From an optimization exercise on the open Yosys and OpenROAD flow, aimed at small area; shortcuts taken in it are not production practice.
The RTL was checked by simulation tests, not by an equivalence proof against the original design.
Power is estimated from default activity; no workload was simulated.

### flow/flow/run.sh
#!/bin/bash
# Own layout flow: the standard ORFS flow (standard.sh) with two changes.
#  - Synthesis maps the logic with the area-oriented ABC script flow/abc_area.script and does
#    not extract half/full adders. Everything else in synthesis (synth_recipe.tcl, ORFS's
#    synth.tcl, register mapping, flattening, renaming) is unchanged, so the registers are the
#    standard synthesis's.
#  - Port buffering uses the platform's smallest buffer, sky130_fd_sc_hd__buf_1.
# The scripts are ORFS's own, copied here so that only abc_area.script differs.
set -euo pipefail
W=$(pwd)
rm -rf "$W/scripts_area"
mkdir -p "$W/scripts_area"
cp -r "$FLOW_HOME/scripts/." "$W/scripts_area/"
cp "$W/flow/abc_area.script" "$W/scripts_area/abc_area.script"
bash standard.sh finish SCRIPTS_DIR="$W/scripts_area" ABC_AREA=1 ADDER_MAP_FILE= \
  "BUFFER_PORTS_ARGS=-buffer_cell sky130_fd_sc_hd__buf_1" > "$W/orfs_make.log" 2>&1
### flow/flow/abc_area.script
strash
dc2
dch -f
amap
topo
dnsize -c
### flow/standard.sh
#!/bin/bash
# synth_recipe.tcl (not shown) runs the flow's synth.tcl, then flattens the netlist and writes it again
# the make line also repeats each setting of config.mk as NAME=value (left out here)
make -C /OpenROAD-flow-scripts/flow DESIGN_CONFIG=/design/flow/config.mk WORK_HOME=/design/flow/orfs CLKGATE_MAP_FILE= SYNTH_SCRIPT=/design/flow/synth_recipe.tcl "${@:-finish}"
### flow/config.mk
export PLATFORM = sky130hd
export DESIGN_NAME = EECS3216_Lab4
export DESIGN_NICKNAME = EECS3216_Lab4
export VERILOG_FILES = /design/flow/design.v
export SDC_FILE = /design/flow/constraint.sdc
export NUM_CORES = 4
export LEC_CHECK = 0
export CAP_MARGIN = 20
export CORE_MARGIN = 2
export CORE_UTILIZATION = 40
export CTS_BUF_LIST = sky130_fd_sc_hd__clkbuf_4
export CTS_CLUSTER_DIAMETER = 100
export CTS_CLUSTER_SIZE = 40
export SLEW_MARGIN = 20
### flow/constraint.sdc
create_clock -name core_clock -period 20.0 [get_ports {Clock}]
set_input_delay 4.0000 -clock core_clock [delete_from_list [all_inputs] [get_ports {Clock}]]
set_output_delay 4.0000 -clock core_clock [all_outputs]
set_load 0.01 [all_outputs]
### flow/design.v
module EECS3216_Lab4 (input Clock,
                      input TimerON,
                      input Coin5,
                      input Coin10,
                      input Coin20,
                      input Reset,
                      output [6:0] tenSec,
                      output [6:0] oneSec,
                      output C5Enable,
                      output C10Enable,
                      output C20Enable);
  localparam        INV_MT = 1'b0;
  localparam  [1:0] INV_MC = 2'b00;
  localparam [10:0] INV_NH = 11'b10101010101;
  localparam  [7:0] INV_S  = 8'b10101010;
  localparam  [2:0] INV_E  = 3'b000;
  localparam  [2:0] INV_OP = 3'b000;
  localparam  [2:0] INV_U  = 3'b000;
  localparam  [2:0] INV_B  = 3'b000;
  localparam        INV_V  = 1'b0;
  localparam        INV_A  = 1'b0;
  reg        mt_r;
  reg  [1:0] mc_r;
  reg [10:0] nh_r;
  reg  [7:0] s_r;
  reg  [2:0] e_r;
  reg  [2:0] op_r;
  reg  [2:0] u_r, b_r;
  reg        v_r, a_r;
  wire        mt = mt_r ^ INV_MT;
  wire  [1:0] mc = mc_r ^ INV_MC;
  wire [10:0] nh = nh_r ^ INV_NH;
  wire  [7:0] s  = s_r ^ INV_S;
  wire  [2:0] op = op_r ^ INV_OP;
  wire  [2:0] u  = u_r ^ INV_U;
  wire  [2:0] b  = b_r ^ INV_B;
  wire        v  = v_r ^ INV_V;
  wire        a  = a_r ^ INV_A;
  assign {C20Enable, C10Enable, C5Enable} = e_r ^ INV_E;
  wire no_coin = ~mc[1] & ~mc[0];
  wire is_idle = ~mt & no_coin;
  wire is_c5   = ~mc[1] &  mc[0];
  wire is_c10  =  mc[1] & ~mc[0];
  wire is_c20  =  mc[1] &  mc[0];
  wire held    = (is_c5 & Coin5) | (is_c10 & Coin10) | (is_c20 & Coin20);
  wire p0 = Coin5 | (~Coin10 & Coin20);
  wire p1 = ~Coin5 & (Coin10 | Coin20);
  always @(posedge Clock) begin
    mt_r  <= TimerON ^ INV_MT;
    mc_r  <= {~TimerON & (no_coin ? p1 : held & mc[1]),
              ~TimerON & (no_coin ? p0 : held & mc[0])} ^ INV_MC;
  end
  wire nh_end = (nh == 11'b10010000000);    
  wire nh_clr = nh_end | ~Reset;
  always @(posedge Clock)
    nh_r <= (nh_clr ? 11'd0 : {nh[9:0], ~(nh[10] ^ nh[1])}) ^ INV_NH;
  wire cw     = (is_c5 & C5Enable) | (is_c10 & C10Enable) | (is_c20 & C20Enable);
  wire s_zero = (s == 8'd0);                 
  wire s_end  = (s == 8'b10000011);          
  always @(posedge Clock)
    if (~Reset | s_end) s_r <= INV_S;
    else if (cw) s_r <= {s[6:0], ~(s[7] ^ s[2])} ^ INV_S;
  wire acc = cw & s_zero;                    
  always @(posedge Clock) begin
    e_r <= {~Reset | is_idle | (C20Enable & ~(is_c20 & s_zero)),
            ~Reset | is_idle | (C10Enable & ~(is_c10 & s_zero)),
            ~Reset | is_idle | (C5Enable  & ~(is_c5  & s_zero))} ^ INV_E;
  end
  always @(posedge Clock) begin
    op_r <= {~Reset | (mt & nh_end), ~Reset | (acc & mc[1]), ~Reset | (acc & mc[0])} ^ INV_OP;
  end
  wire o_clr = op[2] & op[1];
  wire o_dec = op[2] & ~op[1];
  wire o5    = ~op[2] & ~op[1] & op[0];
  wire o10   = ~op[2] & op[1] & ~op[0];
  wire o20   = ~op[2] & op[1] & op[0];
  wire u4 = (u[0] & ~u[1] & ~u[2]);
  wire u0 = (~u[0] & ~u[1]);
  wire b0 = (~b[0] & ~b[1]);
  wire [2:0] u_up = {(u[0] & ~u[2]), (~u[1]), (~u[2])};
  wire [2:0] u_dn = {(~u[0]), (~u[1]), (~u[0]) | (u[2])};
  wire [2:0] b_dn = {(b[0] & b[1]), (~b[0] & ~b[1]) | (b[2]), (~b[0]) | (b[1])};
  wire up_raw = o20 | (v & (o10 | (o5 & a)));
  wire sat    = u4 & up_raw;                 
  wire up     = ~u4 & up_raw;
  wire nz     = ~(u0 & ~v & ~a & b0);        
  wire tb     = o_dec & nz;
  wire bor    = tb & b0;
  wire dn     = bor & ~a & ~v;
  wire tv     = o10 | (o5 & a) | (bor & ~a);
  wire ta     = o5 | bor;
  always @(posedge Clock) begin
    u_r <= (o_clr ? 3'b000 : sat ? 3'b001 : up ? u_up : dn ? u_dn : u) ^ INV_U;
    v_r <= (~o_clr & (sat | (v ^ tv))) ^ INV_V;
    a_r <= (~o_clr & (sat | (a ^ ta))) ^ INV_A;
    b_r <= (o_clr ? 3'b000 : sat ? 3'b011 : tb ? b_dn : b) ^ INV_B;
  end
  assign tenSec[0] = (v & ~u[0] & ~u[1]) | (~v & u[2]);
  assign tenSec[1] = (v & u[2]) | (~v & ~u[0] & u[1]);
  assign tenSec[2] = (~v & u[0] & u[1]);
  assign tenSec[3] = ~((~v & ~u[2]) | (v & u[2]) | (u[0] & u[1]));
  assign tenSec[4] = (v) | (u[2]);
  assign tenSec[5] = (v & ~u[0]) | (u[0] & u[1]);
  assign tenSec[6] = ~((u[0]) | (~v & u[1]));
  assign oneSec[0] = (b[0] & ~b[2] & ~a);
  assign oneSec[1] = (~b[1] & ~b[2] & a);
  assign oneSec[2] = (~b[0] & b[1] & ~a);
  assign oneSec[3] = (b[0] & ~b[2] & ~a) | (b[1] & a);
  assign oneSec[4] = ~((~b[0] & ~a) | (b[0] & ~b[1] & a));
  assign oneSec[5] = (b[0] & ~b[1] & ~a) | (~b[0] & b[1]);
  assign oneSec[6] = (~b[1] & ~b[2] & ~a) | (~b[0] & b[1] & a);
endmodule
==> results.json, run 1 <==
{
  "status": "timing/DRC/antenna clean",
  "clk-insertion-delay-late_ns": 0.33,
  "path_cells": "clkinv_1 -> nor2_1 -> clkinv_1 -> o21ai_0 -> buf_1",
  "grt_pass1_wl_mm": 5.15,
  "layout.nets": 220,
  "critPathTopFamily": "buffers and inverters",
  "tns_ns": 0,
  "numCtsBuffers": 5,
  "cts_resized": 0,
  "grt_pass1_vias": 1221,
  "die_h_um": 64.3,
  "syn_area_per_cell_um2": 7.85,
  "required_ns": 16.00,
  "synthTopCellsByArea": "dfxtp_1 50%, nor2_1 8.5%, clkinv_1 7.0%",
  "dp_slack_ns": 14.81,
  "cts_sinks": 36,
  "clk_pin_slew_ns": 0.10,
  "grt_max_degree": 12,
  "dp_cells": 253,
  "viasPerCell": 5.18,
  "utilization_pct": 47.9,
  "drtIter0Drc": 45,
  "powerDensity_nw_per_um2": 129,
  "dr.pass1.iters": 4,
  "final_area_um2": 1640,
  "wl_mm": 2.88,
  "grt_util_all_layers_pct": 15.9,
  "hpwlAfterDp_mm": 2.19,
  "via_count": 1346,
  "hold_slack_ns": 0.383,
  "yosysTopAreaCellShare_pct": 49.6,
  "crit_type": "reg2out",
  "drive_above_1_share_pct": 2.34,
  "die_area_um2": 4130,
  "ff_latch_area_um2": 721,
  "cpMaxStageDelayCell": "dfxtp_1",
  "ys.flop_type": "dfxtp_1",
  "antenna_found_initial": 0,
  "ant_nets": 0,
  "start_util_pct": 42.5,
  "htree_levels": 2,
  "hold_path.class": "reg2reg",
  "ios": 23,
  "rsz0062_at_grt": "no",
  "setup_viol": 0,
  "ys_ff_latch": 36,
  "relSlewSlack_pct": 33.8,
  "path_max_fanout": 5,
  "instances_no_fill": 260,
  "antennaDiodeCount": 0,
  "tightest_slew_ns": 0.981,
  "num_rows": 21,
  "fin_crit_ns": 5.57,
  "p_leak_nw": 0.616,
  "gp_congestion": 0.771,
  "synth_area_leader_cell": "dfxtp_1",
  "die_w_um": 64.3,
  "max_stage_delay_ns": 0.42,
  "arrival_ns": 1.57,
  "clockBufferDepth": 2,
  "syn_inst": 185,
  "fin_total_pwr_uw": 212,
  "numPortBuffers": 22,
  "grt_overflow": 0,
  "synth_nets": 191,
  "cts_tree": "yes",
  "post-cts-setup-buffers": 0,
  "synth-seq-area-share_pct": 49.6,
  "ctsHoldBuffers": 0,
  "yosysWarningCount": 1,
  "synth_most_common_cell": "dfxtp_1",
  "setup_slack_ns": 14.43,
  "synthArstFlopShare_pct": 0,
  "fp.coreArea_um2": 3420,
  "synth_edf_count": 0,
  "synth_area_um2": 1450,
  "startpoint_type": "register",
  "netlist_top_cells_count": "36 x dfxtp_1, 33 x nor2_1, 27 x clkinv_1",
  "critPathCaptureType": "primary output",
  "crit_path_frequent_cell": "clkinv_1",
  "clock-root-buffer": "clkbuf_4",
  "placed_area_um2": 1590,
  "hold_viol": 0,
  "fin_worst_skew_ns": 0.0127,
  "multiInputGateArea_um2": 631,
  "route.detailed.drc": 0,
  "wl_per_cell_um": 11.1,
  "ir_worst_vdd_mv": 0.0541,
  "synthDistinctLibCells": 27,
  "nFillCells": 349,
  "maxCapViolCount": 0,
  "timing.fmax_ghz": 0.180,
  "period_share_pct": 27.8,
  "drv_slew": 0,
  "syn_to_final_growth_pct": 12.7,
  "cp_num_buf_inv": 3
}
==> logic make-up after synthesis <==
| logic type | after synthesis | synth area share, % |
|---|---|---|
| simple gates | 71 | 20.8 |
| compound gates | 51 | 22.6 |
| flops | 36 | 49.6 |
| buf+inv | 27 | 6.98 |
==> cells in the final DEF, fill, tap and decap left out, drive strengths merged, types with 2 or more instances in the layout <==
master	Yosys	final
o22ai	6	6
buf	0	22
nor4	2	2
nor2	33	33
a22oi	2	2
o21ai	14	14
nand2	22	22
or2	2	2
clkbuf	0	5
nand3	3	3
a211oi	2	2
a31oi	4	4
dfxtp	36	36
a21oi	9	9
o21bai	3	3
nor3	4	4
a221oi	2	2
clkinv	27	29
o221ai	4	4
==> cell type report <==
class,count,share of cell area [%]
timing repair buffer,22,5.04
sequential,36,44.0
tap,46,3.51
clock buffer,5,2.29
inverter,27,6.19
multi-input combinational,122,38.5
clock inverter,2,0.458
==> routing by layer <==
metal / track usage [%] / up-vias / wire length [µm] / share of wire (%)
met2: 27.1 / 25 / 1390 / 48
li1: - / 705 / - / -
met4: 6.38 / 0 / 31 / 1.1
met1: 18.1 / 611 / 1350 / 47
met5: 0 / - / 0 / 0
met3: 5.28 / 5 / 114 / 4.0
==> state kept, by name (all words and copies together) (netlist names) <==
| name | flops |
|---|---|
| a_r | 1 |
| b_r | 3 |
| e_r | 3 |
| mc_r | 2 |
| mt_r | 1 |
| nh_r | 11 |
| op_r | 3 |
| s_r | 8 |
| u_r | 3 |
| v_r | 1 |
==> power breakdown <==
| part | switching [mW] | internal [mW] |
|---|---|---|
| logic | 0.0529 | 0.0281 |
| registers | 0.0135 | 0.0838 |
| clock network | 0.0211 | 0.0123 |
==> worst paths after layout <==
check / to / cells past startpoint / start / slack (ns)
worst max-delay path: tenSec[5] / 5 / u_r[0]$_SDFFE_PP0P_ / 14.43
worst min-delay path: nh_r[8]$_DFF_P_ / 1 / nh_r[7]$_SDFF_PP0_ / 0.38
worst max register to register: u_r[2]$_SDFFE_PP0P_ / 11 / v_r$_DFF_P_ / 17.28
worst min register to register: nh_r[8]$_DFF_P_ / 1 / nh_r[7]$_SDFF_PP0_ / 0.38
==> run 2: changes to the inputs <==
==> flow/flow/abc_area.script (replaced) <==
strash
&get -n
&deepsyn -T 20
&put
dch -f
amap
topo
dnsize -c
==> results.json, run 2 <==
{
  "syn_inst": 170,
  "wl_per_cell_um": 11.5,
  "grt_overflow": 0,
  "setup_viol": 0,
  "synthArstFlopShare_pct": 0,
  "route.detailed.drc": 0,
  "hold_slack_ns": 0.404,
  "wl_mm": 2.83,
  "critPathTopFamily": "flip-flops",
  "synth_nets": 176,
  "cts_resized": 0,
  "viasPerCell": 5.19,
  "cts_tree": "yes",
  "dp_slack_ns": 14.83,
  "required_ns": 16.00,
  "synth_most_common_cell": "dfxtp_1",
  "die_w_um": 63.5,
  "reg2reg_slack_ns": 17.88,
  "gp_congestion": 0.829,
  "largest_register": "nh_r",
  "post-cts-setup-buffers": 0,
  "ant_nets": 0,
  "grt_pass1_wl_mm": 5.24,
  "cpMaxStageDelayCell": "dfxtp_1",
  "cp_num_buf_inv": 3,
  "mostFrequentLayoutCells": "36 x dfxtp_1, 32 x nor2_1, 27 x clkinv_1",
  "tns_ns": 0,
  "dr.pass1.iters": 7,
  "clk-insertion-delay-late_ns": 0.33,
  "syn_to_final_growth_pct": 13.5,
  "worstHoldStart": "nh_r[3]$_SDFF_PP0_",
  "rr_startpoint": "v_r$_DFF_P_",
  "clk_pin_slew_ns": 0.10,
  "timing.hold.worst_endpoint": "nh_r[4]$_DFF_P_",
  "antennaDiodeCount": 0,
  "max_stage_delay_ns": 0.43,
  "drive_above_1_share_pct": 3.50,
  "powerDensity_nw_per_um2": 130,
  "path_cells": "clkinv_1 -> nor2_1 -> clkinv_1 -> o22ai_1 -> buf_1",
  "cts_sinks": 36,
  "largest_register_ffs": 11,
  "hold_viol": 0,
  "timing.fmax_ghz": 0.183,
  "die_area_um2": 4040,
  "critPathCaptureType": "primary output",
  "rsz0062_at_grt": "no",
  "grt_util_all_layers_pct": 16.3,
  "synth-seq-area-share_pct": 50.8,
  "startpoint_type": "register",
  "hold_path.class": "reg2reg",
  "start_util_pct": 42.2,
  "synth_area_um2": 1420,
  "synthTopCellsByArea": "dfxtp_1 51%, nor2_1 8.5%, clkinv_1 6.9%",
  "drv_slew": 0,
  "min_path_cells": 1,
  "crit_type": "reg2out",
  "via_count": 1276,
  "drtIter0Drc": 76,
  "numCtsBuffers": 5,
  "synth_area_leader_cell": "dfxtp_1",
  "path_max_fanout": 5,
  "crit_path_frequent_cell": "clkinv_1",
  "clockBufferDepth": 2,
  "num_rows": 21,
  "worst_r2r_path_depth": 8,
  "die_h_um": 63.5,
  "grt_pass1_vias": 1214,
  "reg.largest.list": "nh_r x11, s_r x8",
  "syn_area_per_cell_um2": 8.34,
  "numPortBuffers": 22,
  "layout.cells.most_common": "dfxtp_1",
  "yosysWarningCount": 1,
  "ios": 23,
  "grt_max_degree": 12,
  "setup_slack_ns": 14.52,
  "ctsHoldBuffers": 0,
  "period_share_pct": 27.4,
  "clock-root-buffer": "clkbuf_4",
  "maxCapViolCount": 0,
  "hpwlAfterDp_mm": 2.18,
  "ys.flop_type": "dfxtp_1",
  "fin_total_pwr_uw": 209,
  "arrival_ns": 1.48,
  "synthDistinctLibCells": 29,
  "ir_worst_vdd_mv": 0.0454,
  "status": "timing/DRC/antenna clean",
  "antenna_found_initial": 0,
  "synth_edf_count": 0,
  "yosysTopAreaCellShare_pct": 50.8,
  "layout.nets": 205,
  "r2r-end": "u_r[0]$_SDFFE_PP0P_",
  "relSlewSlack_pct": 49.9,
  "tightest_slew_ns": 0.745,
  "p_leak_nw": 0.575,
  "fin_crit_ns": 5.48,
  "fp.coreArea_um2": 3360,
  "fin_worst_skew_ns": 0.00270,
  "ys_ff_latch": 36,
  "netlist_top_cells_count": "36 x dfxtp_1, 32 x nor2_1, 26 x clkinv_1",
  "htree_levels": 2
}
## run 2: worst max path at each step
stage / from / to / slack, ns / depth (start not counted)
after detailed placement: Reset / e_r[1]$_DFF_P_ / 14.83 / 4
after global placement: Reset / e_r[0]$_DFF_P_ / 14.87 / 4
final: u_r[1]$_SDFFE_PP0P_ / tenSec[1] / 14.52 / 5
after global routing: u_r[1]$_SDFFE_PP0P_ / tenSec[1] / 14.38 / 5
after CTS: u_r[1]$_SDFFE_PP0P_ / tenSec[1] / 14.52 / 5
after floorplan: u_r[1]$_SDFFE_PP0P_ / tenSec[1] / 15.10 / 4
## run 2: cell type report
| class | count | area (µm²) |
|---|---|---|
| inverter | 26 | 97.6 |
| clock buffer | 5 | 37.5 |
| multi-input combinational | 108 | 599 |
| fill | 369 | 1750 |
| tap | 46 | 57.6 |
| sequential | 36 | 721 |
| timing repair buffer | 22 | 82.6 |
| clock inverter | 3 | 13.8 |
## run 2: kinds of logic after synthesis
| group | count (synthesis) | synth area share, % |
|---|---|---|
| buf+inv | 26 | 6.88 |
| compound gates | 46 | 22.9 |
| flops | 36 | 50.8 |
| simple gates | 62 | 19.4 |
## run 2: worst reg2reg max path: cells and delay by family, from the launching register on
family          cells  cell delay (ns)
compound gates      2             0.79
buf+inv             2             0.31
simple gates        4             0.47
flops               1             0.44
## run 2: power breakdown
group	internal [mW]	switching, mW
Sequential	0.0822	0.0147
Combinational	0.0277	0.0488
Clock	0.0129	0.0228
Total	0.123	0.0863
## run 2: per-stage QoR
stage | util (%) | instance area (µm²) | std cells
6_report | 47.8 | 1610 | 246
5_1_grt | 47.8 | 1610 | 246
4_1_cts | 47.8 | 1610 | 246
3_5_place_dp | 46.3 | 1560 | 238
3_3_place_gp | 46.3 | 1560 | 238
2_1_floorplan | - | 1420 | 170
## run 2: routing by layer
metal / wire [µm] / track usage (%) / vias to the layer above
met3: 149 / 5.00 / 6
met1: 1320 / 20.9 / 582
li1: - / - / 660
met4: 52 / 6.52 / 0
met2: 1310 / 25.5 / 28
met5: 0 / 0 / -
==> run 3: changes to the inputs <==
==> flow/flow/abc_area.script (replaced) <==
strash
dc2
dch -f
amap
topo
dnsize -c
--- a/flow/config.mk
+++ b/flow/config.mk
@@ -10,5 +10,5 @@
 export CORE_UTILIZATION = 40
-export CTS_BUF_LIST = sky130_fd_sc_hd__clkbuf_4
-export CTS_CLUSTER_DIAMETER = 100
-export CTS_CLUSTER_SIZE = 40
+export CTS_BUF_LIST = sky130_fd_sc_hd__clkbuf_8
+export CTS_CLUSTER_DIAMETER = 500
+export CTS_CLUSTER_SIZE = 100
 export SLEW_MARGIN = 20
==> results.json, run 3 <==
{
  "status": "timing/DRC/antenna clean",
  "die_w_um": 64.3,
  "worstHoldStart": "nh_r[7]$_SDFF_PP0_",
  "layout.cells.most_common": "dfxtp_1",
  "synthAdderAreaFrac_pct": 0,
  "clk-insertion-delay-late_ns": 0.28,
  "antenna_found_initial": 0,
  "cts_tree": "yes",
  "multiInputGateArea_um2": 631,
  "fin_crit_ns": 5.52,
  "clk_pin_slew_ns": 0.07,
  "cts_resized": 0,
  "grt_overflow": 0,
  "min_path_cells": 1,
  "synth_compound_area_share_pct": 22.6,
  "gp_congestion": 0.771,
  "rsz0062_at_grt": "no",
  "syn_area_per_cell_um2": 7.85,
  "yosysWarningCount": 1,
  "ys.flop_type": "dfxtp_1",
  "dr.pass1.iters": 4,
  "tns_ns": 0,
  "htree_levels": 2,
  "ios": 23,
  "ir_worst_vdd_mv": 0.0519,
  "layout.nets": 220,
  "fp.coreArea_um2": 3420,
  "synth_area_leader_cell": "dfxtp_1",
  "dp_slack_ns": 14.81,
  "die_area_um2": 4130,
  "clockBufferDepth": 2,
  "relSlewSlack_pct": 36.3,
  "rr_startpoint": "v_r$_DFF_P_",
  "drive_above_1_share_pct": 3.27,
  "timing.hold.worst_endpoint": "nh_r[8]$_DFF_P_",
  "nFillCells": 344,
  "arrival_ns": 1.52,
  "r2r-end": "u_r[2]$_SDFFE_PP0P_",
  "synth_edf_count": 0,
  "antennaDiodeCount": 0,
  "grt_pass1_vias": 1212,
  "route.detailed.drc": 0,
  "yosys.area_share.simple_pct": 20.8,
  "p_leak_nw": 0.640,
  "reg.largest.list": "nh_r x11, s_r x8",
  "synth_area_um2": 1450,
  "synthTopCellsByArea": "dfxtp_1 50%, nor2_1 8.5%, clkinv_1 7.0%",
  "grt_util_all_layers_pct": 15.7,
  "cts_sinks": 36,
  "syn_inst": 185,
  "hold_viol": 0,
  "num_rows": 21,
  "period_share_pct": 27.6,
  "numPortBuffers": 22,
  "synth_top_family_by_area": "compound AO/OA/AOI/OAI gates",
  "fin_worst_skew_ns": 0.00582,
  "synthDistinctLibCells": 27,
  "muxShareOfSynthArea_pct": 0,
  "largest_register_ffs": 11,
  "crit_path_frequent_cell": "clkinv_1",
  "maxCapViolCount": 0,
  "utilization_pct": 49.5,
  "drtIter0Drc": 48,
  "synth_nets": 191,
  "reg2reg_slack_ns": 17.28,
  "setup_viol": 0,
  "hold_path.class": "reg2reg",
  "critPathCaptureType": "primary output",
  "crit_type": "reg2out",
  "synthArstFlopShare_pct": 0,
  "post-cts-setup-buffers": 0,
  "path_max_fanout": 5,
  "cpMaxStageDelayCell": "dfxtp_1",
  "synth-seq-area-share_pct": 49.6,
  "setup_slack_ns": 14.48,
  "grt_pass1_wl_mm": 5.11,
  "worst_r2r_path_depth": 11,
  "timing.fmax_ghz": 0.181,
  "die_h_um": 64.3,
  "syn_to_final_growth_pct": 16.3,
  "largest_register": "nh_r",
  "startpoint_type": "register",
  "yosysTopAreaCellShare_pct": 49.6,
  "powerDensity_nw_per_um2": 137,
  "synth-xor-area-share_pct": 0,
  "ctsHoldBuffers": 0,
  "numCtsBuffers": 5,
  "wl_per_cell_um": 10.9,
  "ant_nets": 0,
  "ff_latch_area_um2": 721,
  "start_util_pct": 42.5,
  "mostFrequentLayoutCells": "36 x dfxtp_1, 33 x nor2_1, 27 x clkinv_1",
  "viasPerCell": 5.13,
  "tightest_slew_ns": 0.943,
  "path_cells": "clkinv_1 -> nor2_1 -> clkinv_1 -> o21ai_0 -> buf_1",
  "grt_max_degree": 12,
  "wl_mm": 2.83,
  "max_stage_delay_ns": 0.41,
  "via_count": 1335,
  "clock-root-buffer": "clkbuf_8",
  "synth_most_common_cell": "dfxtp_1",
  "required_ns": 16.00,
  "ys_ff_latch": 36,
  "drv_slew": 0,
  "netlist_top_cells_count": "36 x dfxtp_1, 33 x nor2_1, 27 x clkinv_1",
  "hpwlAfterDp_mm": 2.19
}
run 3: cell types whose count changed after synthesis, moves of 4 or more:
cell,change
nand2_1,+11
o21ai_0,+6
o22a_1,-5
a21oi_1,+4
o221ai_1,+4
or2_0,-4
run 3: final cells by class:
type | count | share of cell area, %
well taps | 46 | 3.41
repair buffers | 22 | 4.89
multi-input cells | 122 | 37.3
clock buffers | 7 | 5.70
flip-flops and latches | 36 | 42.7
inverters | 27 | 6.00
run 3: through the flow:
stage	total power [mW]	hold slack, ns	std cells	area (µm²)
3_3_place_gp	0.177	0.358	253	1590
3_5_place_dp	0.180	0.369	253	1590
5_1_grt	0.251	0.396	260	1690
2_1_floorplan	0.154	0.353	185	1450
6_report	0.232	0.380	260	1690
4_1_cts	0.234	0.381	260	1690
run 3: kinds of logic (layout without fill, tap and decap cells):
logic type	Yosys count	in the layout
AND/OR/NAND/NOR	71	71
AO/OA/AOI/OAI	51	51
flip-flops	36	36
buffers and inverters	27	56
run 3: critical path, delay by kind of cell (launching register included):
family,cells,cell delay (ns)
buf+inv,3,0.48
flops,1,0.41
simple gates,1,0.24
compound gates,1,0.10
run 3: worst max-delay path by stage:
stage	endpoint	cells past startpoint	startpoint
final	tenSec[5]	5	u_r[0]$_SDFFE_PP0P_
after CTS	tenSec[5]	5	u_r[0]$_SDFFE_PP0P_
after detailed placement	tenSec[5]	5	u_r[0]$_SDFFE_PP0P_
after global placement	tenSec[5]	5	u_r[1]$_SDFFE_PP0P_
after floorplan	tenSec[2]	4	u_r[1]$_SDFFE_PP0P_
after global routing	tenSec[5]	5	u_r[0]$_SDFFE_PP0P_
run 3: power breakdown:
| group | switching [mW] | leakage, nW | internal (mW) | total, mW |
|---|---|---|---|---|
| combinational | 0.0528 | 0.292 | 0.0281 | 0.0809 |
| clock | 0.0226 | 0.0503 | 0.0306 | 0.0533 |
| sequential | 0.0135 | 0.298 | 0.0839 | 0.0975 |
| total | 0.0890 | 0.640 | 0.143 | 0.232 |
run 3: layer usage:
layer | vias up | wire, µm | global-route usage (%)
met4 | 0 | 46 | 6.38
met1 | 603 | 1320 | 17.9
li1 | 700 | - | -
met3 | 6 | 113 | 5.28
met5 | - | 0 | 0
met2 | 26 | 1350 | 26.8
==> run 4: changes to the inputs <==
--- a/flow/flow/run.sh
+++ b/flow/flow/run.sh
@@ -15,2 +15,3 @@
 bash standard.sh finish SCRIPTS_DIR="$W/scripts_area" ABC_AREA=1 ADDER_MAP_FILE= \
-  "BUFFER_PORTS_ARGS=-buffer_cell sky130_fd_sc_hd__buf_1" > "$W/orfs_make.log" 2>&1
+  "BUFFER_PORTS_ARGS=-buffer_cell sky130_fd_sc_hd__buf_1" \
+  "CTS_ARGS=-buf_list sky130_fd_sc_hd__clkbuf_8 -root_buf sky130_fd_sc_hd__clkbuf_8 -sink_clustering_enable -sink_clustering_size 50 -sink_clustering_max_diameter 300 -sink_clustering_levels 1 -dont_use_dummy_load -repair_clock_nets" > "$W/orfs_make.log" 2>&1
--- a/flow/config.mk
+++ b/flow/config.mk
@@ -10,5 +10,5 @@
 export CORE_UTILIZATION = 40
-export CTS_BUF_LIST = sky130_fd_sc_hd__clkbuf_8
-export CTS_CLUSTER_DIAMETER = 500
-export CTS_CLUSTER_SIZE = 100
+export CTS_BUF_LIST = sky130_fd_sc_hd__clkbuf_4
+export CTS_CLUSTER_DIAMETER = 100
+export CTS_CLUSTER_SIZE = 40
 export SLEW_MARGIN = 20
==> results.json, run 4 <==
{
  "setup_viol": 0,
  "r2r-end": "u_r[2]$_SDFFE_PP0P_",
  "yosysTopAreaCellShare_pct": 49.6,
  "synth_nets": 191,
  "route.detailed.drc": 0,
  "syn_inst": 185,
  "wl_mm": 2.82,
  "antennaDiodeCount": 0,
  "synth_most_common_cell": "dfxtp_1",
  "timing.hold.worst_endpoint": "nh_r[8]$_DFF_P_",
  "viasPerCell": 5.17,
  "rsz0062_at_grt": "no",
  "p_leak_nw": 0.625,
  "synth_area_leader_cell": "dfxtp_1",
  "timing.fmax_ghz": 0.182,
  "cts_resized": 0,
  "htree_levels": 2,
  "status": "timing/DRC/antenna clean",
  "largest_register_ffs": 11,
  "drive_above_1_share_pct": 2.36,
  "layout.cells.most_common": "dfxtp_1",
  "start_util_pct": 42.5,
  "numPortBuffers": 22,
  "reg.largest.list": "nh_r x11, s_r x8",
  "synthArstFlopShare_pct": 0,
  "num_rows": 21,
  "cts_sinks": 36,
  "ir_worst_vdd_mv": 0.0519,
  "ys.flop_type": "dfxtp_1",
  "layout.nets": 220,
  "relSlewSlack_pct": 36.3,
  "maxCapViolCount": 0,
  "hold_viol": 0,
  "crit_type": "reg2out",
  "post-cts-setup-buffers": 0,
  "tns_ns": 0,
  "wl_per_cell_um": 10.9,
  "antenna_found_initial": 0,
  "synth-seq-area-share_pct": 49.6,
  "synthDistinctLibCells": 27,
  "die_w_um": 64.3,
  "fin_worst_skew_ns": 0.0111,
  "numCtsBuffers": 5,
  "synth_edf_count": 0,
  "cts_tree": "yes",
  "grt_pass1_vias": 1212,
  "clockBufferDepth": 2,
  "min_path_cells": 1,
  "syn_area_per_cell_um2": 7.85,
  "clock-root-buffer": "clkbuf_8",
  "worst_r2r_path_depth": 11,
  "drtIter0Drc": 41,
  "placed_area_um2": 1590,
  "synth_area_um2": 1450,
  "ant_nets": 0,
  "clk_pin_slew_ns": 0.07,
  "dr.pass1.iters": 4,
  "largest_register": "nh_r",
  "final_area_um2": 1660,
  "netlist_top_cells_count": "36 x dfxtp_1, 33 x nor2_1, 27 x clkinv_1",
  "period_share_pct": 27.5,
  "grt_overflow": 0,
  "fin_crit_ns": 5.51,
  "gp_congestion": 0.771,
  "ys_ff_latch": 36,
  "worstHoldStart": "nh_r[7]$_SDFF_PP0_",
  "via_count": 1333,
  "ctsHoldBuffers": 0,
  "yosysWarningCount": 1,
  "ios": 23,
  "startpoint_type": "register",
  "grt_pass1_wl_mm": 5.10,
  "synthTopCellsByArea": "dfxtp_1 50%, nor2_1 8.5%, clkinv_1 7.0%",
  "path_max_fanout": 5,
  "reg2reg_slack_ns": 17.28,
  "grt_util_all_layers_pct": 15.7,
  "die_h_um": 64.3,
  "clk-insertion-delay-late_ns": 0.28,
  "mostFrequentLayoutCells": "36 x dfxtp_1, 33 x nor2_1, 27 x clkinv_1",
  "hpwlAfterDp_mm": 2.19,
  "tightest_slew_ns": 0.943,
  "arrival_ns": 1.51,
  "grt_max_degree": 12,
  "rr_startpoint": "v_r$_DFF_P_",
  "required_ns": 16.00,
  "die_area_um2": 4130,
  "powerDensity_nw_per_um2": 134,
  "fp.coreArea_um2": 3420,
  "critPathCaptureType": "primary output",
  "syn_to_final_growth_pct": 14.4,
  "drv_slew": 0,
  "hold_path.class": "reg2reg"
}
run 4: changes by cell type in the layout (fill, tap and decap cells not counted):
cell / change
clkbuf_8: -2
run 4: logic make-up (layout without fill, tap and decap cells):
kind of cell / count (synthesis) / count (layout) / synth area share [%]
DFF: 36 / 36 / 49.6
and+or+nand+nor: 71 / 71 / 20.8
AOI/OAI and AO/OA: 51 / 51 / 22.6
buffers and inverters: 27 / 54 / 6.98
run 4: metrics by stage:
| stage | total power [mW] | hold slack, ns | std cells | utilization [%] | setup WS [ns] |
|---|---|---|---|---|---|
| 3_5_place_dp | 0.180 | 0.369 | 253 | 46.6 | 14.81 |
| 3_3_place_gp | 0.177 | 0.358 | 253 | 46.6 | 14.90 |
| 4_1_cts | 0.224 | 0.381 | 258 | 48.6 | 14.51 |
| 5_1_grt | 0.241 | 0.396 | 258 | 48.6 | 14.32 |
| 2_1_floorplan | 0.154 | 0.353 | 185 | - | 15.08 |
| 6_report | 0.222 | 0.380 | 258 | 48.6 | 14.49 |
run 4: worst max-delay path, stage by stage, from the launching register on:
cell,delay [ns]
dfxtp_1,0.41
clkinv_1,0.17
nor2_1,0.24
clkinv_1,0.13
o21ai_0,0.10
buf_1,0.18
run 4: final cells by class:
type | instances | area (µm²)
fill | 345 | 1750
sequential | 36 | 721
multi-input combinational | 122 | 631
inverter | 27 | 101
timing repair buffer | 22 | 82.6
clock buffer | 5 | 68.8
tap | 46 | 57.6
run 4: worst max-delay path by stage:
| stage | start | to | slack [ns] | cells after the start |
|---|---|---|---|---|
| after floorplan | u_r[1]$_SDFFE_PP0P_ | tenSec[2] | 15.08 | 4 |
| after global placement | u_r[1]$_SDFFE_PP0P_ | tenSec[5] | 14.90 | 5 |
| after detailed placement | u_r[0]$_SDFFE_PP0P_ | tenSec[5] | 14.81 | 5 |
| after CTS | u_r[0]$_SDFFE_PP0P_ | tenSec[5] | 14.51 | 5 |
| after global routing | u_r[0]$_SDFFE_PP0P_ | tenSec[5] | 14.32 | 5 |
| final | u_r[0]$_SDFFE_PP0P_ | tenSec[5] | 14.49 | 5 |
run 4: power by group:
| group | switching [mW] | total [mW] | leakage, nW | internal (mW) |
|---|---|---|---|---|
| Clock | 0.0212 | 0.0436 | 0.0359 | 0.0224 |
| Combinational | 0.0528 | 0.0809 | 0.292 | 0.0281 |
| Sequential | 0.0135 | 0.0974 | 0.298 | 0.0840 |
run 4: routing by layer:
metal  up-vias  wire length (µm)  track usage (%)
met4         0                48             6.38
met2        28              1370             26.8
met5         -                 0                0
met3         6               120             5.28
li1        698                 -                -
met1       601              1280             17.8
==> run 5: changes to the inputs <==
--- a/flow/flow/run.sh
+++ b/flow/flow/run.sh
@@ -16,2 +16,2 @@
   "BUFFER_PORTS_ARGS=-buffer_cell sky130_fd_sc_hd__buf_1" \
-  "CTS_ARGS=-buf_list sky130_fd_sc_hd__clkbuf_8 -root_buf sky130_fd_sc_hd__clkbuf_8 -sink_clustering_enable -sink_clustering_size 50 -sink_clustering_max_diameter 300 -sink_clustering_levels 1 -dont_use_dummy_load -repair_clock_nets" > "$W/orfs_make.log" 2>&1
+  "CTS_ARGS=-buf_list sky130_fd_sc_hd__clkbuf_4 -root_buf sky130_fd_sc_hd__clkbuf_4 -dont_use_dummy_load -repair_clock_nets -sink_clustering_size 40" > "$W/orfs_make.log" 2>&1
==> results.json, run 5 <==
{
  "status": "timing/DRC/antenna clean",
  "route.detailed.drc": 0,
  "maxCapViolCount": 0,
  "clk-insertion-delay-late_ns": 0.33,
  "path_max_fanout": 5,
  "powerDensity_nw_per_um2": 129,
  "hold_path.class": "reg2reg",
  "grt_pass1_vias": 1215,
  "largest_register": "nh_r",
  "drv_slew": 0,
  "fp.coreArea_um2": 3420,
  "yosysWarningCount": 1,
  "rsz0062_at_grt": "no",
  "muxShareOfSynthArea_pct": 0,
  "p_sw_uw": 86.6,
  "syn_inst": 185,
  "ys.flop_type": "dfxtp_1",
  "synthAdderAreaFrac_pct": 0,
  "die_h_um": 64.3,
  "synth_compound_area_share_pct": 22.6,
  "synthTopCellsByArea": "dfxtp_1 50%, nor2_1 8.5%, clkinv_1 7.0%",
  "arrival_ns": 1.56,
  "ctsHoldBuffers": 0,
  "hpwlAfterDp_mm": 2.19,
  "gp_congestion": 0.771,
  "via_count": 1341,
  "ir_worst_vdd_mv": 0.0541,
  "p_sw_share_pct": 41.2,
  "power.internal_uw": 124,
  "hold_viol": 0,
  "cts_resized": 0,
  "relSlewSlack_pct": 33.8,
  "max_stage_delay_ns": 0.42,
  "syn_to_final_growth_pct": 12.2,
  "yosysTopAreaCellShare_pct": 49.6,
  "numCtsBuffers": 5,
  "critPathTopFamily": "buffers and inverters",
  "antenna_found_initial": 0,
  "ys_ff_latch": 36,
  "drive_above_1_share_pct": 2.36,
  "largest_register_ffs": 11,
  "timing.fmax_ghz": 0.180,
  "ios": 23,
  "tightest_slew_ns": 0.981,
  "reg.largest.list": "nh_r x11, s_r x8",
  "synth-xor-area-share_pct": 0,
  "crit_path_frequent_cell": "clkinv_1",
  "synth_nets": 191,
  "synth-seq-area-share_pct": 49.6,
  "synth_edf_count": 0,
  "ant_nets": 0,
  "grt_util_all_layers_pct": 15.7,
  "die_area_um2": 4130,
  "antennaDiodeCount": 0,
  "wl_mm": 2.87,
  "layout.nets": 220,
  "start_util_pct": 42.5,
  "htree_levels": 2,
  "num_rows": 21,
  "seqPwrFrac_pct": 46.3,
  "period_share_pct": 27.8,
  "synth_area_um2": 1450,
  "dr.pass1.iters": 4,
  "wl_per_cell_um": 11.1,
  "required_ns": 16.00,
  "clk_pin_slew_ns": 0.10,
  "tns_ns": 0,
  "yosys.area_share.simple_pct": 20.8,
  "syn_area_per_cell_um2": 7.85,
  "p_leak_nw": 0.613,
  "ff_latch_area_um2": 721,
  "multiInputGateArea_um2": 631,
  "fin_total_pwr_uw": 210,
  "cts_sinks": 36,
  "nFillCells": 346,
  "grt_max_degree": 12,
  "die_w_um": 64.3,
  "clockPowerShare_pct": 15.2,
  "crit_type": "reg2out",
  "p_comb_share_pct": 38.5,
  "drtIter0Drc": 27,
  "synthDistinctLibCells": 27,
  "grt_pass1_wl_mm": 5.11,
  "grt_overflow": 0,
  "netlist_top_cells_count": "36 x dfxtp_1, 33 x nor2_1, 27 x clkinv_1",
  "post-cts-setup-buffers": 0,
  "synthArstFlopShare_pct": 0,
  "layout.cells.most_common": "dfxtp_1",
  "clock-root-buffer": "clkbuf_4",
  "path_cells": "clkinv_1 -> nor2_1 -> clkinv_1 -> o21ai_0 -> buf_1",
  "clockBufferDepth": 2,
  "cpMaxStageDelayCell": "dfxtp_1",
  "mostFrequentLayoutCells": "36 x dfxtp_1, 33 x nor2_1, 27 x clkinv_1",
  "synth_area_leader_cell": "dfxtp_1",
  "setup_viol": 0,
  "fin_crit_ns": 5.56,
  "critPathCaptureType": "primary output",
  "viasPerCell": 5.20,
  "synth_top_family_by_area": "compound AO/OA/AOI/OAI gates",
  "cp_num_buf_inv": 3,
  "fin_worst_skew_ns": 0.0168,
  "numPortBuffers": 22,
  "cts_tree": "yes",
  "synth_most_common_cell": "dfxtp_1",
  "startpoint_type": "register"
}
-- run 5: final timing paths --
path                  startpoint                  end  slack (ns)  cells after the start
max          u_r[0]$_SDFFE_PP0P_            tenSec[5]       14.44                      5
max reg2reg          v_r$_DFF_P_  u_r[2]$_SDFFE_PP0P_       17.28                     11
min reg2reg   nh_r[7]$_SDFF_PP0_      nh_r[8]$_DFF_P_        0.38                      1
min           nh_r[7]$_SDFF_PP0_      nh_r[8]$_DFF_P_        0.38                      1
-- run 5: cells by family (layout without fill, tap and decap cells) --
kind of cell / Yosys count / in the layout
AND/OR/NAND/NOR: 71 / 71
AO/OA/AOI/OAI: 51 / 51
flip-flops: 36 / 36
buffers and inverters: 27 / 54
-- run 5: worst reg2reg max path, delay by kind of cell (launching register included) --
kind / cells / cell delay [ns]
flip-flops: 1 / 0.41
buffers and inverters: 3 / 0.62
AO/OA/AOI/OAI: 3 / 0.51
AND/OR/NAND/NOR: 5 / 1.06
-- run 5: power groups by stage --
stage / Sequential (mW) / Clock [mW] / Combinational [mW]
after floorplan: 0.0954 / 0 / 0.0585
after global placement: 0.0982 / 0 / 0.0786
after detailed placement: 0.0987 / 0 / 0.0812
after CTS: 0.0970 / 0.0337 / 0.0815
after global routing: 0.0995 / 0.0368 / 0.0924
final: 0.0973 / 0.0319 / 0.0810
-- run 5: area by class of cell --
class                      instances  area share, %
multi-input combinational        122           38.7
tap                               46           3.53
inverter                          27           6.22
sequential                        36           44.2
timing repair buffer              22           5.07
clock buffer                       5           2.30
-- run 5: layer usage --
metal / track usage (%) / routed length [µm]
met5: 0 / 0
met3: 5.28 / 114
met1: 17.9 / 1340
met4: 6.38 / 31
met2: 27.0 / 1380
-- run 5: stage by stage --
step | instances | worst slack [ns] | instance area [µm²] | hold WS, ns | utilization [%]
after floorplan | 185 | 15.08 | 1450 | 0.353 | -
after global placement | 253 | 14.90 | 1590 | 0.358 | 46.6
after detailed placement | 253 | 14.81 | 1590 | 0.369 | 46.6
after CTS | 258 | 14.44 | 1630 | 0.387 | 47.7
after global routing | 258 | 14.25 | 1630 | 0.406 | 47.7
final | 258 | 14.44 | 1630 | 0.383 | 47.7
==> run 6: changes to the inputs <==
--- a/flow/flow/run.sh
+++ b/flow/flow/run.sh
@@ -16,2 +16,2 @@
   "BUFFER_PORTS_ARGS=-buffer_cell sky130_fd_sc_hd__buf_1" \
-  "CTS_ARGS=-buf_list sky130_fd_sc_hd__clkbuf_4 -root_buf sky130_fd_sc_hd__clkbuf_4 -dont_use_dummy_load -repair_clock_nets -sink_clustering_size 40" > "$W/orfs_make.log" 2>&1
+  "CTS_ARGS=-buf_list sky130_fd_sc_hd__clkbuf_8 -root_buf sky130_fd_sc_hd__clkbuf_8 -sink_clustering_enable -sink_clustering_size 40 -sink_clustering_max_diameter 1000 -num_static_layers 1 -dont_use_dummy_load -repair_clock_nets" > "$W/orfs_make.log" 2>&1
==> results.json, run 6 <==
{
  "fin_crit_ns": 5.50,
  "p_comb_share_pct": 36.5,
  "startpoint_type": "register",
  "crit_path_frequent_cell": "clkinv_1",
  "largest_register": "nh_r",
  "period_share_pct": 27.5,
  "tns_ns": 0,
  "setup_slack_ns": 14.50,
  "cts_resized": 0,
  "critPathTopFamily": "buffers and inverters",
  "placed_area_um2": 1590,
  "die_w_um": 64.3,
  "tightest_slew_ns": 0.932,
  "worstHoldStart": "nh_r[3]$_SDFF_PP0_",
  "netlist_top_cells_count": "36 x dfxtp_1, 33 x nor2_1, 27 x clkinv_1",
  "via_count": 1348,
  "cpMaxStageDelayCell": "dfxtp_1",
  "grt_util_all_layers_pct": 15.8,
  "die_h_um": 64.3,
  "clockBufferDepth": 2,
  "rsz0062_at_grt": "no",
  "setup_viol": 0,
  "synth_area_leader_cell": "dfxtp_1",
  "viasPerCell": 5.22,
  "powerDensity_nw_per_um2": 134,
  "ys.flop_type": "dfxtp_1",
  "drv_slew": 0,
  "reg.largest.list": "nh_r x11, s_r x8",
  "clockPowerShare_pct": 19.7,
  "synthArstFlopShare_pct": 0,
  "hold_path.class": "reg2reg",
  "synth_area_um2": 1450,
  "numCtsBuffers": 5,
  "ys_ff_latch": 36,
  "synthTopCellsByArea": "dfxtp_1 50%, nor2_1 8.5%, clkinv_1 7.0%",
  "syn_area_per_cell_um2": 7.85,
  "fin_worst_skew_ns": 0.0157,
  "dr.pass1.iters": 4,
  "numPortBuffers": 22,
  "cts_tree": "yes",
  "num_rows": 21,
  "route.detailed.drc": 0,
  "reg2reg_slack_ns": 17.28,
  "wl_mm": 2.89,
  "grt_max_degree": 13,
  "syn_inst": 185,
  "htree_levels": 2,
  "grt_pass1_wl_mm": 5.15,
  "maxCapViolCount": 0,
  "final_area_um2": 1660,
  "hold_viol": 0,
  "dp_slack_ns": 14.81,
  "synth-seq-area-share_pct": 49.6,
  "start_util_pct": 42.5,
  "ctsHoldBuffers": 0,
  "cp_num_buf_inv": 3,
  "seqPwrFrac_pct": 43.8,
  "post-cts-setup-buffers": 0,
  "synth_nets": 191,
  "required_ns": 16.00,
  "synthDistinctLibCells": 27,
  "drtIter0Drc": 47,
  "p_leak_nw": 0.625,
  "fp.coreArea_um2": 3420,
  "timing.fmax_ghz": 0.182,
  "antennaDiodeCount": 0,
  "grt_overflow": 0,
  "rr_startpoint": "v_r$_DFF_P_",
  "dp_cells": 253,
  "hpwlAfterDp_mm": 2.19,
  "ant_nets": 0,
  "path_max_fanout": 5,
  "path_cells": "clkinv_1 -> nor2_1 -> clkinv_1 -> o21ai_0 -> buf_1",
  "yosysTopAreaCellShare_pct": 49.6,
  "cts_sinks": 36,
  "clk_pin_slew_ns": 0.07,
  "power.internal_uw": 134,
  "wl_per_cell_um": 11.2,
  "mostFrequentLayoutCells": "36 x dfxtp_1, 33 x nor2_1, 27 x clkinv_1",
  "critPathCaptureType": "primary output",
  "largest_register_ffs": 11,
  "max_stage_delay_ns": 0.41,
  "layout.nets": 220,
  "die_area_um2": 4130,
  "synth_edf_count": 0,
  "clk-insertion-delay-late_ns": 0.28,
  "p_sw_share_pct": 39.7,
  "drive_above_1_share_pct": 2.36,
  "synth_most_common_cell": "dfxtp_1",
  "clock-root-buffer": "clkbuf_8",
  "status": "timing/DRC/antenna clean",
  "hold_slack_ns": 0.383,
  "relSlewSlack_pct": 37.0,
  "arrival_ns": 1.50,
  "antenna_found_initial": 0,
  "syn_to_final_growth_pct": 14.4,
  "p_sw_uw": 88.3,
  "layout.cells.most_common": "dfxtp_1",
  "ir_worst_vdd_mv": 0.0437,
  "crit_type": "reg2out",
  "ios": 23,
  "crit_path_start": "u_r[0]$_SDFFE_PP0P_",
  "yosysWarningCount": 1,
  "gp_congestion": 0.771,
  "instances_no_fill": 258,
  "grt_pass1_vias": 1229
}
## run 6: cell types whose count changed in the layout (fill, tap and decap cells not counted)
cell | before | now
clkbuf_8 | 0 | 5
clkbuf_4 | 5 | 0
## run 6: logic make-up (layout without fill, tap and decap cells)
logic type | Yosys count | after routing | synth area share, %
AND/OR/NAND/NOR | 71 | 71 | 20.8
flip-flops | 36 | 36 | 49.6
buffers and inverters | 27 | 54 | 6.98
AO/OA/AOI/OAI | 51 | 51 | 22.6
## run 6: cell type report
type,count,area (µm²)
multi-input combinational,122,631
sequential,36,721
timing repair buffer,22,82.6
clock buffer,5,68.8
tap,46,57.6
fill,341,1750
inverter,27,101
## run 6: layer usage
layer	wire (µm)	vias to the layer above	track usage [%]	share of wire, %
met3	94	4	3.70	3.3
met5	0	-	0	0
met1	1350	616	18.4	47
met4	27	0	7.98	0.94
met2	1410	29	27.0	49
li1	-	699	-	-
## run 6: worst register-to-register path: cells and delay by family (launching register included)
| kind | cells | cell delay (ns) |
|---|---|---|
| and+or+nand+nor | 5 | 1.06 |
| DFF | 1 | 0.40 |
| buffers and inverters | 3 | 0.62 |
| AOI/OAI and AO/OA | 3 | 0.51 |
## run 6: power groups by stage
stage	combinational, mW	sequential (mW)	clock (mW)
6_report	0.0814	0.0975	0.0438
5_1_grt	0.0929	0.0996	0.0486
4_1_cts	0.0818	0.0972	0.0458
3_5_place_dp	0.0812	0.0987	0
3_3_place_gp	0.0786	0.0982	0
2_1_floorplan	0.0585	0.0954	0
## run 6: stage by stage
| stage | power (mW) | utilization (%) |
|---|---|---|
| 2_1_floorplan | 0.154 | - |
| 3_3_place_gp | 0.177 | 46.6 |
| 3_5_place_dp | 0.180 | 46.6 |
| 4_1_cts | 0.225 | 48.6 |
| 5_1_grt | 0.241 | 48.6 |
| 6_report | 0.223 | 48.6 |
## run 6: path summary, 6_finish.rpt
check                                      endpoint  depth (start not counted)
worst min register to register      nh_r[4]$_DFF_P_                          1
worst max-delay path                      tenSec[5]                          5
worst min-delay path                nh_r[4]$_DFF_P_                          1
worst max register to register  u_r[2]$_SDFFE_PP0P_                         11
==> run 7: changes to the inputs <==
--- a/flow/flow/run.sh
+++ b/flow/flow/run.sh
@@ -16,2 +16,2 @@
   "BUFFER_PORTS_ARGS=-buffer_cell sky130_fd_sc_hd__buf_1" \
-  "CTS_ARGS=-buf_list sky130_fd_sc_hd__clkbuf_8 -root_buf sky130_fd_sc_hd__clkbuf_8 -sink_clustering_enable -sink_clustering_size 40 -sink_clustering_max_diameter 1000 -num_static_layers 1 -dont_use_dummy_load -repair_clock_nets" > "$W/orfs_make.log" 2>&1
+  "CTS_ARGS=-buf_list sky130_fd_sc_hd__clkbuf_2 -root_buf sky130_fd_sc_hd__clkbuf_4 -sink_clustering_enable -sink_clustering_size 40 -sink_clustering_max_diameter 300 -dont_use_dummy_load -repair_clock_nets" > "$W/orfs_make.log" 2>&1
==> results.json, run 7 <==
{
  "drtIter0Drc": 27,
  "required_ns": 16.00,
  "dr.pass1.iters": 4,
  "path_max_fanout": 5,
  "synth-seq-area-share_pct": 49.6,
  "clockBufferDepth": 2,
  "viasPerCell": 5.20,
  "synth_area_um2": 1450,
  "cts_sinks": 36,
  "startpoint_type": "register",
  "cts_tree": "yes",
  "ctsHoldBuffers": 0,
  "htree_levels": 2,
  "netlist_top_cells_count": "36 x dfxtp_1, 33 x nor2_1, 27 x clkinv_1",
  "timing.fmax_ghz": 0.180,
  "crit_type": "reg2out",
  "cpMaxStageDelayCell": "dfxtp_1",
  "synth_nets": 191,
  "critPathTopFamily": "buffers and inverters",
  "synth_area_leader_cell": "dfxtp_1",
  "synth_most_common_cell": "dfxtp_1",
  "hold_path.class": "reg2reg",
  "clock-root-buffer": "clkbuf_4",
  "layout.cells.most_common": "dfxtp_1",
  "fin_crit_ns": 5.56,
  "grt_pass1_vias": 1215,
  "synthTopCellsByArea": "dfxtp_1 50%, nor2_1 8.5%, clkinv_1 7.0%",
  "cp-endpoint": "tenSec[5]",
  "largest_register": "nh_r",
  "start_util_pct": 42.5,
  "arrival_ns": 1.56,
  "syn_inst": 185,
  "maxCapViolCount": 0,
  "route.detailed.drc": 0,
  "syn_to_final_growth_pct": 12.2,
  "ir_worst_vdd_mv": 0.0541,
  "cp.depth": 5,
  "min_path_cells": 1,
  "ios": 23,
  "die_h_um": 64.3,
  "layout.nets": 220,
  "cp_num_buf_inv": 3,
  "r2r-end": "u_r[2]$_SDFFE_PP0P_",
  "mostFrequentLayoutCells": "36 x dfxtp_1, 33 x nor2_1, 27 x clkinv_1",
  "antenna_found_initial": 0,
  "numPortBuffers": 22,
  "tightest_slew_ns": 0.981,
  "crit_path_frequent_cell": "clkinv_1",
  "ys_ff_latch": 36,
  "fin_worst_skew_ns": 0.0168,
  "grt_overflow": 0,
  "crit_path_start": "u_r[0]$_SDFFE_PP0P_",
  "p_leak_nw": 0.613,
  "numCtsBuffers": 5,
  "hold_viol": 0,
  "powerDensity_nw_per_um2": 129,
  "ant_nets": 0,
  "grt_util_all_layers_pct": 15.7,
  "period_share_pct": 27.8,
  "hold_slack_ns": 0.383,
  "fp.coreArea_um2": 3420,
  "synthArstFlopShare_pct": 0,
  "status": "timing/DRC/antenna clean",
  "tns_ns": 0,
  "critPathCaptureType": "primary output",
  "synth_edf_count": 0,
  "setup_viol": 0,
  "wl_mm": 2.87,
  "syn_area_per_cell_um2": 7.85,
  "wl_per_cell_um": 11.1,
  "grt_max_degree": 12,
  "die_w_um": 64.3,
  "antennaDiodeCount": 0,
  "drive_above_1_share_pct": 2.36,
  "via_count": 1341,
  "max_stage_delay_ns": 0.42,
  "relSlewSlack_pct": 33.8,
  "num_rows": 21,
  "grt_pass1_wl_mm": 5.11,
  "clk-insertion-delay-late_ns": 0.33,
  "worst_r2r_path_depth": 11,
  "cts_resized": 0,
  "yosysTopAreaCellShare_pct": 49.6,
  "synthDistinctLibCells": 27,
  "drv_slew": 0,
  "hpwlAfterDp_mm": 2.19,
  "die_area_um2": 4130,
  "ys.flop_type": "dfxtp_1",
  "reg.largest.list": "nh_r x11, s_r x8",
  "path_cells": "clkinv_1 -> nor2_1 -> clkinv_1 -> o21ai_0 -> buf_1",
  "post-cts-setup-buffers": 0,
  "largest_register_ffs": 11,
  "rr_startpoint": "v_r$_DFF_P_",
  "clk_pin_slew_ns": 0.10,
  "setup_slack_ns": 14.44,
  "gp_congestion": 0.771,
  "dp_slack_ns": 14.81,
  "reg2reg_slack_ns": 17.28,
  "yosysWarningCount": 1,
  "rsz0062_at_grt": "no"
}
==> run 7: cell count changes in the layout (fill, tap and decap cells not counted) <==
cell      change
clkbuf_4      +5
clkbuf_8      -5
==> run 7: cells by family after synthesis <==
group,Yosys count,synth area share [%]
AND/OR/NAND/NOR,71,20.8
buffers and inverters,27,6.98
AO/OA/AOI/OAI,51,22.6
flip-flops,36,49.6
==> run 7: worst min-delay path by stage <==
stage                       start               end  slack [ns]
3_3_place_gp   nh_r[5]$_SDFF_PP0_   nh_r[6]$_DFF_P_        0.36
4_1_cts        nh_r[7]$_SDFF_PP0_   nh_r[8]$_DFF_P_        0.39
2_1_floorplan  nh_r[5]$_SDFF_PP0_   nh_r[6]$_DFF_P_        0.35
6_report       nh_r[7]$_SDFF_PP0_   nh_r[8]$_DFF_P_        0.38
5_1_grt        nh_r[9]$_SDFF_PP0_  nh_r[10]$_DFF_P_        0.41
3_5_place_dp   nh_r[5]$_SDFF_PP0_   nh_r[6]$_DFF_P_        0.37
==> run 7: worst register-to-register path, stage by stage (launching register included) <==
cell and delay (ns):
dfxtp_1 0.41, clkinv_1 0.23, nand2_1 0.17, nor4_1 0.06
nor3_1 0.40, clkinv_1 0.23, nor2_1 0.26, nand3_1 0.17
o21ai_0 0.15, clkinv_1 0.16, a221oi_1 0.26, a211oi_1 0.10
==> run 7: layout make-up <==
type | instances | area [µm²]
Sequential cell | 36 | 721
Tap cell | 46 | 57.6
Timing Repair Buffer | 22 | 82.6
Inverter | 27 | 101
Clock buffer | 5 | 37.5
Fill cell | 346 | 1790
Multi-Input combinational cell | 122 | 631
==> run 7: power breakdown <==
| group | leakage, nW | switching, mW | internal [mW] | total [mW] |
|---|---|---|---|---|
| Clock | 0.0230 | 0.0202 | 0.0117 | 0.0319 |
| Combinational | 0.292 | 0.0529 | 0.0281 | 0.0810 |
| Sequential | 0.298 | 0.0135 | 0.0838 | 0.0973 |
| Total | 0.613 | 0.0866 | 0.124 | 0.210 |
==> run 7: per-stage QoR <==
stage          cell area [µm²]  total power, mW  util (%)  cells
2_1_floorplan             1450            0.154         -    185
3_3_place_gp              1590            0.177      46.6    253
3_5_place_dp              1590            0.180      46.6    253
4_1_cts                   1630            0.212      47.7    258
5_1_grt                   1630            0.229      47.7    258
6_report                  1630            0.210      47.7    258
==> run 7: routing by layer <==
metal / routed length [µm] / part of all wire, % / global-route usage [%] / up-vias
met5: 0 / 0 / 0 / -
met4: 31 / 1.1 / 6.38 / 0
met3: 114 / 4.0 / 5.28 / 5
met1: 1340 / 47 / 17.9 / 608
li1: - / - / - / 703
met2: 1380 / 48 / 27.0 / 25
==> run 8: changes to the inputs <==
--- a/flow/flow/run.sh
+++ b/flow/flow/run.sh
@@ -16,2 +16,2 @@
   "BUFFER_PORTS_ARGS=-buffer_cell sky130_fd_sc_hd__buf_1" \
-  "CTS_ARGS=-buf_list sky130_fd_sc_hd__clkbuf_2 -root_buf sky130_fd_sc_hd__clkbuf_4 -sink_clustering_enable -sink_clustering_size 40 -sink_clustering_max_diameter 300 -dont_use_dummy_load -repair_clock_nets" > "$W/orfs_make.log" 2>&1
+  "CTS_ARGS=-buf_list sky130_fd_sc_hd__clkbuf_4 -root_buf sky130_fd_sc_hd__clkbuf_4 -sink_clustering_enable -sink_clustering_size 40 -sink_clustering_max_diameter 300 -dont_use_dummy_load -repair_clock_nets" > "$W/orfs_make.log" 2>&1
==> results.json, run 8 <==
{
  "die_area_um2": 4130,
  "path_cells": "clkinv_1 -> nor2_1 -> clkinv_1 -> o21ai_0 -> buf_1",
  "gp_congestion": 0.771,
  "ctsHoldBuffers": 0,
  "antenna_found_initial": 0,
  "num_rows": 21,
  "critPathCaptureType": "primary output",
  "p_leak_nw": 0.613,
  "synth_compound_area_share_pct": 22.6,
  "grt_pass1_wl_mm": 5.11,
  "setup_viol": 0,
  "grt_overflow": 0,
  "final_area_um2": 1630,
  "startpoint_type": "register",
  "hold_path.class": "reg2reg",
  "syn_area_per_cell_um2": 7.85,
  "synth_area_leader_cell": "dfxtp_1",
  "netlist_top_cells_count": "36 x dfxtp_1, 33 x nor2_1, 27 x clkinv_1",
  "synth-xor-area-share_pct": 0,
  "die_h_um": 64.3,
  "antennaDiodeCount": 0,
  "fin_crit_ns": 5.56,
  "layout.nets": 220,
  "synthTopCellsByArea": "dfxtp_1 50%, nor2_1 8.5%, clkinv_1 7.0%",
  "post-cts-setup-buffers": 0,
  "via_count": 1341,
  "reg2reg_slack_ns": 17.28,
  "timing.fmax_ghz": 0.180,
  "syn_inst": 185,
  "required_ns": 16.00,
  "placed_area_um2": 1590,
  "dp_cells": 253,
  "viasPerCell": 5.20,
  "largest_register_ffs": 11,
  "start_util_pct": 42.5,
  "clk_pin_slew_ns": 0.10,
  "rr_startpoint": "v_r$_DFF_P_",
  "wl_per_cell_um": 11.1,
  "fp.coreArea_um2": 3420,
  "drv_slew": 0,
  "powerDensity_nw_per_um2": 129,
  "numPortBuffers": 22,
  "min_path_cells": 1,
  "synth_area_um2": 1450,
  "crit_path_frequent_cell": "clkinv_1",
  "ff_latch_area_um2": 721,
  "timing.hold.worst_endpoint": "nh_r[8]$_DFF_P_",
  "clock-root-buffer": "clkbuf_4",
  "path_max_fanout": 5,
  "instances_no_fill": 258,
  "cpMaxStageDelayCell": "dfxtp_1",
  "layout.cells.most_common": "dfxtp_1",
  "mostFrequentLayoutCells": "36 x dfxtp_1, 33 x nor2_1, 27 x clkinv_1",
  "worstHoldStart": "nh_r[7]$_SDFF_PP0_",
  "grt_max_degree": 12,
  "dr.pass1.iters": 4,
  "ys.flop_type": "dfxtp_1",
  "maxCapViolCount": 0,
  "synth_edf_count": 0,
  "max_stage_delay_ns": 0.42,
  "drtIter0Drc": 27,
  "clk-insertion-delay-late_ns": 0.33,
  "cp_num_buf_inv": 3,
  "grt_util_all_layers_pct": 15.7,
  "drive_above_1_share_pct": 2.36,
  "cts_resized": 0,
  "r2r-end": "u_r[2]$_SDFFE_PP0P_",
  "syn_to_final_growth_pct": 12.2,
  "muxShareOfSynthArea_pct": 0,
  "status": "timing/DRC/antenna clean",
  "period_share_pct": 27.8,
  "synth-seq-area-share_pct": 49.6,
  "synthDistinctLibCells": 27,
  "hold_viol": 0,
  "cts_tree": "yes",
  "rsz0062_at_grt": "no",
  "yosysTopAreaCellShare_pct": 49.6,
  "synthArstFlopShare_pct": 0,
  "fin_worst_skew_ns": 0.0168,
  "synth_nets": 191,
  "numCtsBuffers": 5,
  "yosysWarningCount": 1,
  "ant_nets": 0,
  "tns_ns": 0,
  "worst_r2r_path_depth": 11,
  "tightest_slew_ns": 0.981,
  "crit_type": "reg2out",
  "htree_levels": 2,
  "synthAdderAreaFrac_pct": 0,
  "largest_register": "nh_r",
  "cts_sinks": 36,
  "wl_mm": 2.87,
  "ir_worst_vdd_mv": 0.0541,
  "reg.largest.list": "nh_r x11, s_r x8",
  "multiInputGateArea_um2": 631,
  "clockBufferDepth": 2,
  "ys_ff_latch": 36,
  "hpwlAfterDp_mm": 2.19,
  "arrival_ns": 1.56,
  "synth_most_common_cell": "dfxtp_1",
  "yosys.area_share.simple_pct": 20.8,
  "nFillCells": 346,
  "utilization_pct": 47.7,
  "ios": 23,
  "synth_top_family_by_area": "compound AO/OA/AOI/OAI gates",
  "route.detailed.drc": 0,
  "relSlewSlack_pct": 33.8,
  "die_w_um": 64.3,
  "critPathTopFamily": "buffers and inverters",
  "grt_pass1_vias": 1215
}
[run 8: cell counts in the layout (fill, tap and decap cells not counted)]
Identical to the previous run, type by type.
[run 8: cell type report]
type / count / share of cell area [%]
Inverter: 27 / 6.22
Multi-Input combinational cell: 122 / 38.7
Sequential cell: 36 / 44.2
Timing Repair Buffer: 22 / 5.07
Clock buffer: 5 / 2.30
Tap cell: 46 / 3.53
[run 8: logic make-up (layout without fill, tap and decap cells)]
| logic type | after synthesis | in the layout |
|---|---|---|
| and+or+nand+nor | 71 | 71 |
| buffers and inverters | 27 | 54 |
| DFF | 36 | 36 |
| AOI/OAI and AO/OA | 51 | 51 |
[run 8: per-stage QoR]
step	power (mW)	setup slack, ns	hold WS [ns]
global route	0.229	14.25	0.406
detailed placement	0.180	14.81	0.369
floorplan	0.154	15.08	0.353
global placement	0.177	14.90	0.358
CTS	0.212	14.44	0.387
finish	0.210	14.44	0.383
[run 8: worst reg2reg max path: stages (launching register included)]
cell	delay (ns)
dfxtp_1	0.41
clkinv_1	0.23
nand2_1	0.17
nor4_1	0.06
nor3_1	0.40
clkinv_1	0.23
nor2_1	0.26
nand3_1	0.17
o21ai_0	0.15
clkinv_1	0.16
a221oi_1	0.26
a211oi_1	0.10
[run 8: worst max-delay path by stage]
| stage | to | from | slack (ns) | depth (start not counted) |
|---|---|---|---|---|
| CTS | tenSec[5] | u_r[1]$_SDFFE_PP0P_ | 14.44 | 5 |
| global route | tenSec[5] | u_r[0]$_SDFFE_PP0P_ | 14.25 | 5 |
| finish | tenSec[5] | u_r[0]$_SDFFE_PP0P_ | 14.44 | 5 |
| global placement | tenSec[5] | u_r[1]$_SDFFE_PP0P_ | 14.90 | 5 |
| floorplan | tenSec[2] | u_r[1]$_SDFFE_PP0P_ | 15.08 | 4 |
| detailed placement | tenSec[5] | u_r[0]$_SDFFE_PP0P_ | 14.81 | 5 |
[run 8: routing by layer]
metal,track usage (%),part of all wire (%)
met5,0,0
met4,6.38,1.1
met3,5.28,4.0
met2,27.0,48
met1,17.9,47
[run 8: where the power goes]
| group | internal [mW] | switching [mW] |
|---|---|---|
| clock | 0.0117 | 0.0202 |
| combinational | 0.0281 | 0.0529 |
| sequential | 0.0838 | 0.0135 |

==> re-timing with driven ports <==
How much do the figures lean on ideal ports? The routed layouts below were timed once more, with nothing changed but the port constraints.
Step 1 assumes that a clkbuf_16 drives the clock port and a buf_2 every other input.
Step 2 adds t to the input delays and takes it off the output delays; t is the mean of the earliest and latest rising clock arrival at the registers after step 1. Input paths then give back, and output paths get back, about the clock's delay inside the block.
Three values: no drivers, after step 1, after step 2; two values: the first two.
run	t (ns)	setup WS [ns]	worst setup path after step 2	latest minus earliest clock arrival (ns)	worst register clock-pin slew, ns
run 1	0.346	14.433 / 14.411 / 14.757	register to output	0.013 / 0.012	0.10 / 0.10
run 2	0.352	14.524 / 14.502 / 14.830	input to register	0.003 / 0.003	0.10 / 0.10
run 3	0.302	14.485 / 14.460 / 14.763	register to output	0.006 / 0.005	0.07 / 0.07
run 4	0.300	14.493 / 14.468 / 14.768	register to output	0.012 / 0.012	0.07 / 0.07
run 5	0.344	14.438 / 14.416 / 14.760	register to output	0.019 / 0.019	0.10 / 0.10
run 6	0.298	14.497 / 14.472 / 14.771	register to output	0.016 / 0.015	0.07 / 0.07
run 7	0.344	14.438 / 14.416 / 14.760	register to output	0.019 / 0.019	0.10 / 0.10
run 8	0.344	14.438 / 14.416 / 14.760	register to output	0.019 / 0.019	0.10 / 0.10
After both steps every run listed still meets setup and hold.
